This is an optimization exercise on Yosys and OpenROAD, whose aim is small area, a short achievable clock period and few clock cycles per item, not a production implementation. Where RTL was checked, it was by simulation tests only, not by an equivalence proof against the original.

## v11
// fe_mul51_core
module fe_mul51_core (
    input  wire         clk,
    input  wire         rst_n,
    input  wire         start,
    input  wire [319:0] a,
    input  wire [319:0] b,
    output reg          ready,
    output wire [319:0] out
);
  wire [254:0] av, bv;
  assign av[50:0] = a[50:0];
  assign bv[50:0] = b[50:0];
  assign av[101:51] = a[114:64];
  assign bv[101:51] = b[114:64];
  assign av[152:102] = a[178:128];
  assign bv[152:102] = b[178:128];
  assign av[203:153] = a[242:192];
  assign bv[203:153] = b[242:192];
  assign av[254:204] = a[306:256];
  assign bv[254:204] = b[306:256];
  reg [254:0] R;
  reg [254:0] Q;    
  assign out = {13'd0, Q[254:204], 13'd0, Q[203:153], 13'd0, Q[152:102], 13'd0, Q[101:51], 13'd0, Q[50:0]};
  reg busy;
  reg [3:0] cnt;
  reg [287:0] S, C;
  wire go   = start & ~busy;
  wire step = busy & (cnt <= 4'd8);
  wire cv   = busy & (cnt == 4'd9);
  always @(posedge clk or negedge rst_n) begin
    if (!rst_n) begin
      busy  <= 1'b0;
      cnt   <= 4'd0;
      ready <= 1'b0;
    end else begin
      ready <= cv;
      if (go) begin
        busy <= 1'b1;
        cnt  <= 4'd1;
      end else if (cv) begin
        busy <= 1'b0;
        cnt  <= 4'd0;
      end else if (busy) begin
        cnt  <= cnt + 4'd1;
      end
    end
  end
  reg [7:0] dsel;    
  always @(posedge clk or negedge rst_n) begin
    if (!rst_n) dsel <= 8'd128;
    else dsel <= go ? 8'd64 : ((busy & ~cv) ? (dsel >> 1) : 8'd128);
  end
  wire [31:0] dnext;
  assign dnext[0] = (dsel[0] & bv[0]) | (dsel[1] & bv[32]) | (dsel[2] & bv[64]) | (dsel[3] & bv[96]) | (dsel[4] & bv[128]) | (dsel[5] & bv[160]) | (dsel[6] & bv[192]) | (dsel[7] & bv[224]);
  assign dnext[1] = (dsel[0] & bv[1]) | (dsel[1] & bv[33]) | (dsel[2] & bv[65]) | (dsel[3] & bv[97]) | (dsel[4] & bv[129]) | (dsel[5] & bv[161]) | (dsel[6] & bv[193]) | (dsel[7] & bv[225]);
  assign dnext[2] = (dsel[0] & bv[2]) | (dsel[1] & bv[34]) | (dsel[2] & bv[66]) | (dsel[3] & bv[98]) | (dsel[4] & bv[130]) | (dsel[5] & bv[162]) | (dsel[6] & bv[194]) | (dsel[7] & bv[226]);
  assign dnext[3] = (dsel[0] & bv[3]) | (dsel[1] & bv[35]) | (dsel[2] & bv[67]) | (dsel[3] & bv[99]) | (dsel[4] & bv[131]) | (dsel[5] & bv[163]) | (dsel[6] & bv[195]) | (dsel[7] & bv[227]);
  ...
For scale: about 22000 cells after synthesis, roughly 0.24 mm^2 of cells after synthesis.
==> flow/config.mk <==
export PLATFORM = sky130hd
export DESIGN_NAME = fe_mul51_core
export DESIGN_NICKNAME = fe_mul51_core
export VERILOG_FILES = /design/flow/design.v
export SDC_FILE = /design/flow/constraint.sdc
export NUM_CORES = 8
export LEC_CHECK = 0
export CAP_MARGIN = 20
export CORE_MARGIN = 2
export CORE_UTILIZATION = 55
export PLACE_DENSITY = 0.65
export SLEW_MARGIN = 20
export SYNTH_HIERARCHICAL = 1
export SYNTH_MINIMUM_KEEP_SIZE = 0
==> flow/constraint.sdc <==
create_clock -name core_clock -period 21.0 [get_ports {clk}]
set_input_delay 4.2000 -clock core_clock [delete_from_list [all_inputs] [get_ports {clk}]]
set_output_delay 4.2000 -clock core_clock [all_outputs]
set_load 0.01 [all_outputs]
standard.sh (not shown) runs the stock make flow with config.mk's settings and CLKGATE_MAP_FILE= SYNTH_SCRIPT=/design/flow/synth_recipe.tcl, a recipe that flattens the netlist after the stock synthesis.
==> flow/flow/run.sh <==
#!/bin/bash
# Own flow: the standard layout (standard.sh: same synthesis, same SDC and
# clock period, same steps), with three optimisation settings changed:
#  - repair_timing keeps a setup slack margin of 15.5 ns, so that it optimises
#    towards a shorter period than the constraint;
#  - the port buffers that the flow inserts on every input and output are
#    sky130_fd_sc_hd__buf_2 instead of the delay cell buffer_ports picks by default;
#  - MATCH_CELL_FOOTPRINT=0 lets the resizer change a cell's size freely.
# Tool output goes to standard.log here and to ORFS's logs under orfs/logs.
set -euo pipefail
export SETUP_SLACK_MARGIN=15.5
export BUFFER_PORTS_ARGS="-buffer_cell sky130_fd_sc_hd__buf_2"
bash standard.sh MATCH_CELL_FOOTPRINT=0 finish > standard.log 2>&1
v11 ended with every stage complete and zero timing, DRC or antenna violations.
Testbench counts of v11, summed over its fixed seeds: cycles 9,600, ops 960.
Input changes introduced in v41 (baseline for comparison: v11):
- PLACE_DENSITY now 0.7, was 0.65
- CORE_UTILIZATION now 62, was 55
==> results.txt <==
- Per the final summary, v41 finished and its layout is clean on timing, DRC and antenna.
- v11: flow completed, timing, DRC and antenna clean
- Number of antenna repair diodes: v41 higher than v11
- Diff v11 -> v41: total routed wirelength rose about 0.4%, detailed-route wire length per cell rose about 2.4%, hold slack fell 7.1 ps, global placer's final weighted congestion rose 0.014.
- The cell area was comparable across v11 and v41.
- Status: final worst-path cycle share parity (v41, v11)
- Looking at least setup slack across all paths after layout across both flows, v41 is the stronger of the two, with v11 trailing.
- Comparing v11 and v41, the lower count of clock-buffer cells in the layout was measured on v41.
### v41 -> v53
- changing PLACE_DENSITY from 0.7 to 0.65
- changing CORE_UTILIZATION from 62 to 55
-- flow/flow/run.sh --
<<< v41, line 4
#  - repair_timing keeps a setup slack margin of 15.5 ns, so that it optimises
>>> v53, line 4
#  - repair_timing keeps a setup slack margin of 15.25 ns, so that it optimises
<<< v41, line 11
export SETUP_SLACK_MARGIN=15.5
>>> v53, line 11
export SETUP_SLACK_MARGIN=15.25
Notes after the runs:
Between v53 and v41, it is v53 whose cell depth of the worst hold path is lower, by 2.
Compared with v41, v53 supports a lower clock frequency.
Run comparison: v41 path type of the worst setup path register to output port; v53 path type of the worst setup path register to register
Of the two values seen for first element of the critical path, Q[243] was produced by v41 and C[154] by v53.
v53 vs. v41: critical path depth increased by 15 relative to the old numbers; vias after detailed routing down 5523; global router's overall resource usage fell by 5.9 points.
Final cell area excluding filler cells of v53 falls short of that of v41 by a few percent.
Re number of inserted filler cells in the final layout: v53 is 24% up on v41.
The following lists how v2 was set up differently from v53:
- CTS_CLUSTER_DIAMETER: unset -> 100
- CTS_CLUSTER_SIZE: unset -> 20
-- flow/flow/run.sh --
<<< v53, line 4
#  - repair_timing keeps a setup slack margin of 15.25 ns, so that it optimises
>>> v2, line 4
#  - repair_timing keeps a setup slack margin of 15.5 ns, so that it optimises
<<< v53, line 7
#    sky130_fd_sc_hd__buf_2 instead of the delay cell buffer_ports picks by default;
>>> v2, line 7
#    sky130_fd_sc_hd__buf_1 instead of the delay cell buffer_ports picks by default;
<<< v53, line 11
export SETUP_SLACK_MARGIN=15.25
export BUFFER_PORTS_ARGS="-buffer_cell sky130_fd_sc_hd__buf_2"
>>> v2, line 11
export SETUP_SLACK_MARGIN=15.5
export BUFFER_PORTS_ARGS="-buffer_cell sky130_fd_sc_hd__buf_1"
Findings:
- In summary, v2 completed successfully, with a layout that passed the timing, DRC and antenna checks.
- As far as mean area per synthesized cell goes, v2 and v53 are indistinguishable; the numbers are identical.
- Of v53 and v2, the run reporting the lower total number of H-tree levels was v2.
- v53 was smaller in final cell area than v2.
- There was hardly any difference in count of non-filler cells in the finished layout between v2 and v53.
- [v2 vs v53] maximum fanout along the worst path: lower in v2
- The worst setup slack was comparable across v53 and v2.
- Density: v2 denser than v53
- Area overhead of the layout relative to synthesis (lower): v53

========
fe_mul51_core, a different RTL version from the one above (not shown whole).
For scale: about 960 I/O pins.
// fe_mul51_core
module fe_mul51_core (
    input  wire         clk,
    input  wire         rst_n,
    input  wire         start,
    input  wire [319:0] a,
    input  wire [319:0] b,
    output reg          ready,
    output wire [319:0] out
);
  wire [254:0] av, bv;
  assign av[50:0] = a[50:0];
  assign bv[50:0] = b[50:0];
  assign av[101:51] = a[114:64];
  assign bv[101:51] = b[114:64];
  assign av[152:102] = a[178:128];
  assign bv[152:102] = b[178:128];
  assign av[203:153] = a[242:192];
  assign bv[203:153] = b[242:192];
  assign av[254:204] = a[306:256];
  assign bv[254:204] = b[306:256];
  reg [254:0] R;
  reg [254:0] Q;    
  assign out = {13'd0, Q[254:204], 13'd0, Q[203:153], 13'd0, Q[152:102], 13'd0, Q[101:51], 13'd0, Q[50:0]};
  reg busy;
  reg [3:0] cnt;
  reg [287:0] S, C;
  wire go   = start & ~busy;
  wire step = busy & (cnt <= 4'd8);
  wire cv   = busy & (cnt == 4'd9);
  always @(posedge clk or negedge rst_n) begin
    if (!rst_n) begin
      busy  <= 1'b0;
      cnt   <= 4'd0;
      ready <= 1'b0;
    end else begin
      ready <= cv;
      if (go) begin
        busy <= 1'b1;
        cnt  <= 4'd1;
      end else if (cv) begin
        busy <= 1'b0;
        cnt  <= 4'd0;
      end else if (busy) begin
        cnt  <= cnt + 4'd1;
      end
    end
  end
  reg [7:0] dsel;    
  always @(posedge clk or negedge rst_n) begin
    if (!rst_n) dsel <= 8'd128;
    else dsel <= go ? 8'd64 : ((busy & ~cv) ? (dsel >> 1) : 8'd128);
  end
  wire [31:0] dnext;
  assign dnext[0] = (dsel[0] & bv[0]) | (dsel[1] & bv[32]) | (dsel[2] & bv[64]) | (dsel[3] & bv[96]) | (dsel[4] & bv[128]) | (dsel[5] & bv[160]) | (dsel[6] & bv[192]) | (dsel[7] & bv[224]);
  assign dnext[1] = (dsel[0] & bv[1]) | (dsel[1] & bv[33]) | (dsel[2] & bv[65]) | (dsel[3] & bv[97]) | (dsel[4] & bv[129]) | (dsel[5] & bv[161]) | (dsel[6] & bv[193]) | (dsel[7] & bv[225]);
  assign dnext[2] = (dsel[0] & bv[2]) | (dsel[1] & bv[34]) | (dsel[2] & bv[66]) | (dsel[3] & bv[98]) | (dsel[4] & bv[130]) | (dsel[5] & bv[162]) | (dsel[6] & bv[194]) | (dsel[7] & bv[226]);
  assign dnext[3] = (dsel[0] & bv[3]) | (dsel[1] & bv[35]) | (dsel[2] & bv[67]) | (dsel[3] & bv[99]) | (dsel[4] & bv[131]) | (dsel[5] & bv[163]) | (dsel[6] & bv[195]) | (dsel[7] & bv[227]);
  ...
clock: 21.0 ns
lec_check: 0
cap_margin: 20
core_margin: 2
core_utilization: 55
place_density: 0.65
slew_margin: 20
synth_hierarchical: 1
synth_minimum_keep_size: 0
==> flow/flow/run.sh <==
#!/bin/bash
# Own flow: the standard layout (standard.sh: same synthesis, same SDC and
# clock period, same steps), with three optimisation settings changed:
#  - repair_timing keeps a setup slack margin of 15 ns, so that it optimises
#    towards a shorter period than the constraint;
#  - the port buffers that the flow inserts on every input and output are
#    sky130_fd_sc_hd__buf_2 instead of the delay cell buffer_ports picks by default;
#  - MATCH_CELL_FOOTPRINT=0 lets the resizer change a cell's size freely.
# Tool output goes to standard.log here and to ORFS's logs under orfs/logs.
set -euo pipefail
export SETUP_SLACK_MARGIN=15
export BUFFER_PORTS_ARGS="-buffer_cell sky130_fd_sc_hd__buf_2"
bash standard.sh MATCH_CELL_FOOTPRINT=0 finish > standard.log 2>&1
The first run finished clean.
Edit:
==> flow/flow/run.sh (replaced) <==
#!/bin/bash
# Own flow: the standard layout (standard.sh: same synthesis, same SDC and
# clock period, same steps), with three optimisation settings changed:
#  - repair_timing keeps a setup slack margin of 15.5 ns, so that it optimises
#    towards a shorter period than the constraint;
#  - the port buffers that the flow inserts on every input and output are
#    sky130_fd_sc_hd__buf_2 instead of the delay cell buffer_ports picks by default;
#  - MATCH_CELL_FOOTPRINT=0 lets the resizer change a cell's size freely.
# Tool output goes to standard.log here and to ORFS's logs under orfs/logs.
set -euo pipefail
export SETUP_SLACK_MARGIN=15.5
export BUFFER_PORTS_ARGS="-buffer_cell sky130_fd_sc_hd__buf_2"
bash standard.sh MATCH_CELL_FOOTPRINT=0 finish > standard.log 2>&1
Critical path depth is unchanged.
Worst hold slack is worse by 0.010 ns.
Utilization is higher by 1.4 points.
Clock-buffer cell count is higher by 18.
Setup slack is better by 0.22 ns.
Global-route usage is about the same.
Via count is higher by 0.90%.
Design area is higher by 2.3%.
Clock skew is lower by 0.038 ns.
Function was not checked in any run of this note: the RTL went through the layout flow alone.

========
the baseline:
Another version of the RTL of fe_mul51_core (not shown whole).
Size in the first run: about 960 I/O pins, roughly 0.23 mm² of cells after synthesis.
## fe_mul51_core
module fe_mul51_core (
    input  wire         clk,
    input  wire         rst_n,
    input  wire         start,
    input  wire [319:0] a,
    input  wire [319:0] b,
    output reg          ready,
    output wire [319:0] out
);
export LEC_CHECK = 0
export CAP_MARGIN = 20
export CORE_MARGIN = 2
export CORE_UTILIZATION = 55
export CTS_CLUSTER_DIAMETER = 100
export CTS_CLUSTER_SIZE = 20
export PLACE_DENSITY = 0.65
export SLEW_MARGIN = 20
export SYNTH_HIERARCHICAL = 1
export SYNTH_MINIMUM_KEEP_SIZE = 0
create_clock -name core_clock -period 21.0 [get_ports {clk}]
==> flow/flow/run.sh <==
#!/bin/bash
# Own flow: the standard layout (standard.sh: same synthesis, same SDC and
# clock period, same steps), with three optimisation settings changed:
#  - repair_timing keeps a setup slack margin of 15.5 ns, so that it optimises
#    towards a shorter period than the constraint;
#  - the port buffers that the flow inserts on every input and output are
#    sky130_fd_sc_hd__buf_1 instead of the delay cell buffer_ports picks by default;
#  - MATCH_CELL_FOOTPRINT=0 lets the resizer change a cell's size freely.
# Tool output goes to standard.log here and to ORFS's logs under orfs/logs.
set -euo pipefail
export SETUP_SLACK_MARGIN=15.5
export BUFFER_PORTS_ARGS="-buffer_cell sky130_fd_sc_hd__buf_1"
bash standard.sh MATCH_CELL_FOOTPRINT=0 finish > standard.log 2>&1
Testbench counts of the baseline, summed over its fixed seeds: cycles 9,600, ops 960.
The following lists how the candidate was set up differently from the baseline:
Settings: CTS_CLUSTER_SIZE changed from 20 to 24.
==> comparison <==
Between the baseline and the candidate, minimum clock period is lower for the candidate, the baseline comes in above that. Between the candidate and the baseline, the wire length on met3 does not differ in any meaningful way. On utilization after layout, the baseline and the candidate are basically level. On cell count, the baseline and the candidate are neck and neck. On worst hold slack across all endpoints, the baseline and the candidate are basically level. Against the baseline as the reference, the candidate delivers a lower data arrival time of the worst path. From the baseline to the candidate the numbers moved as follows: synthesized area per cell comparable; total setup buffers inserted after CTS now larger; wire length of the first global-routing pass comparable. The baseline ended up with S[254] as its worst setup path startpoint; the candidate ended up with C[86].

[afterwards: timing with drivers on the ports]
The flow's constraints put no driver on any port. The routed layouts listed below were extracted and timed again, unchanged, in two steps.
Step 1 sets driving cells, clkbuf_16 on the clock port and buf_2 on the other inputs (assumed; they add their load-dependent delay and slew).
Step 2 times the ports against the registers' clock, not the clock port: input delays grow and output delays shrink by t, the midpoint of the rising clock arrivals with the driver on.
Slacks: ideal ports / drivers / drivers and shift; pairs: ideal ports / drivers.
run | t, ns | slack for setup (ns) | slew at the worst register clock pin (ns)
v11 | 1.110 | 15.193 / 15.053 / 14.420 | 0.09 / 0.09
v41 | 1.132 | 15.210 / 15.079 / 14.488 | 0.08 / 0.08
v53 | 1.115 | 15.126 / 15.048 / 14.436 | 0.09 / 0.09
v2 | 1.127 | 15.129 / 14.997 / 14.636 | 0.10 / 0.10
the first run of note 2 | 1.112 | 14.962 / 14.837 / 14.525 | 0.08 / 0.08
the second run of note 2 | 1.116 | 15.185 / 15.050 / 14.685 | 0.08 / 0.08
the baseline | 1.125 | 15.103 / 15.042 / 14.495 | 0.10 / 0.10
the candidate | 1.093 | 15.152 / 15.026 / 14.582 | 0.11 / 0.11
After both steps every run listed still meets setup and hold. The setup slack of v11, which loses most, moves by -0.140 ns with the drivers and by -0.773 ns with both steps.
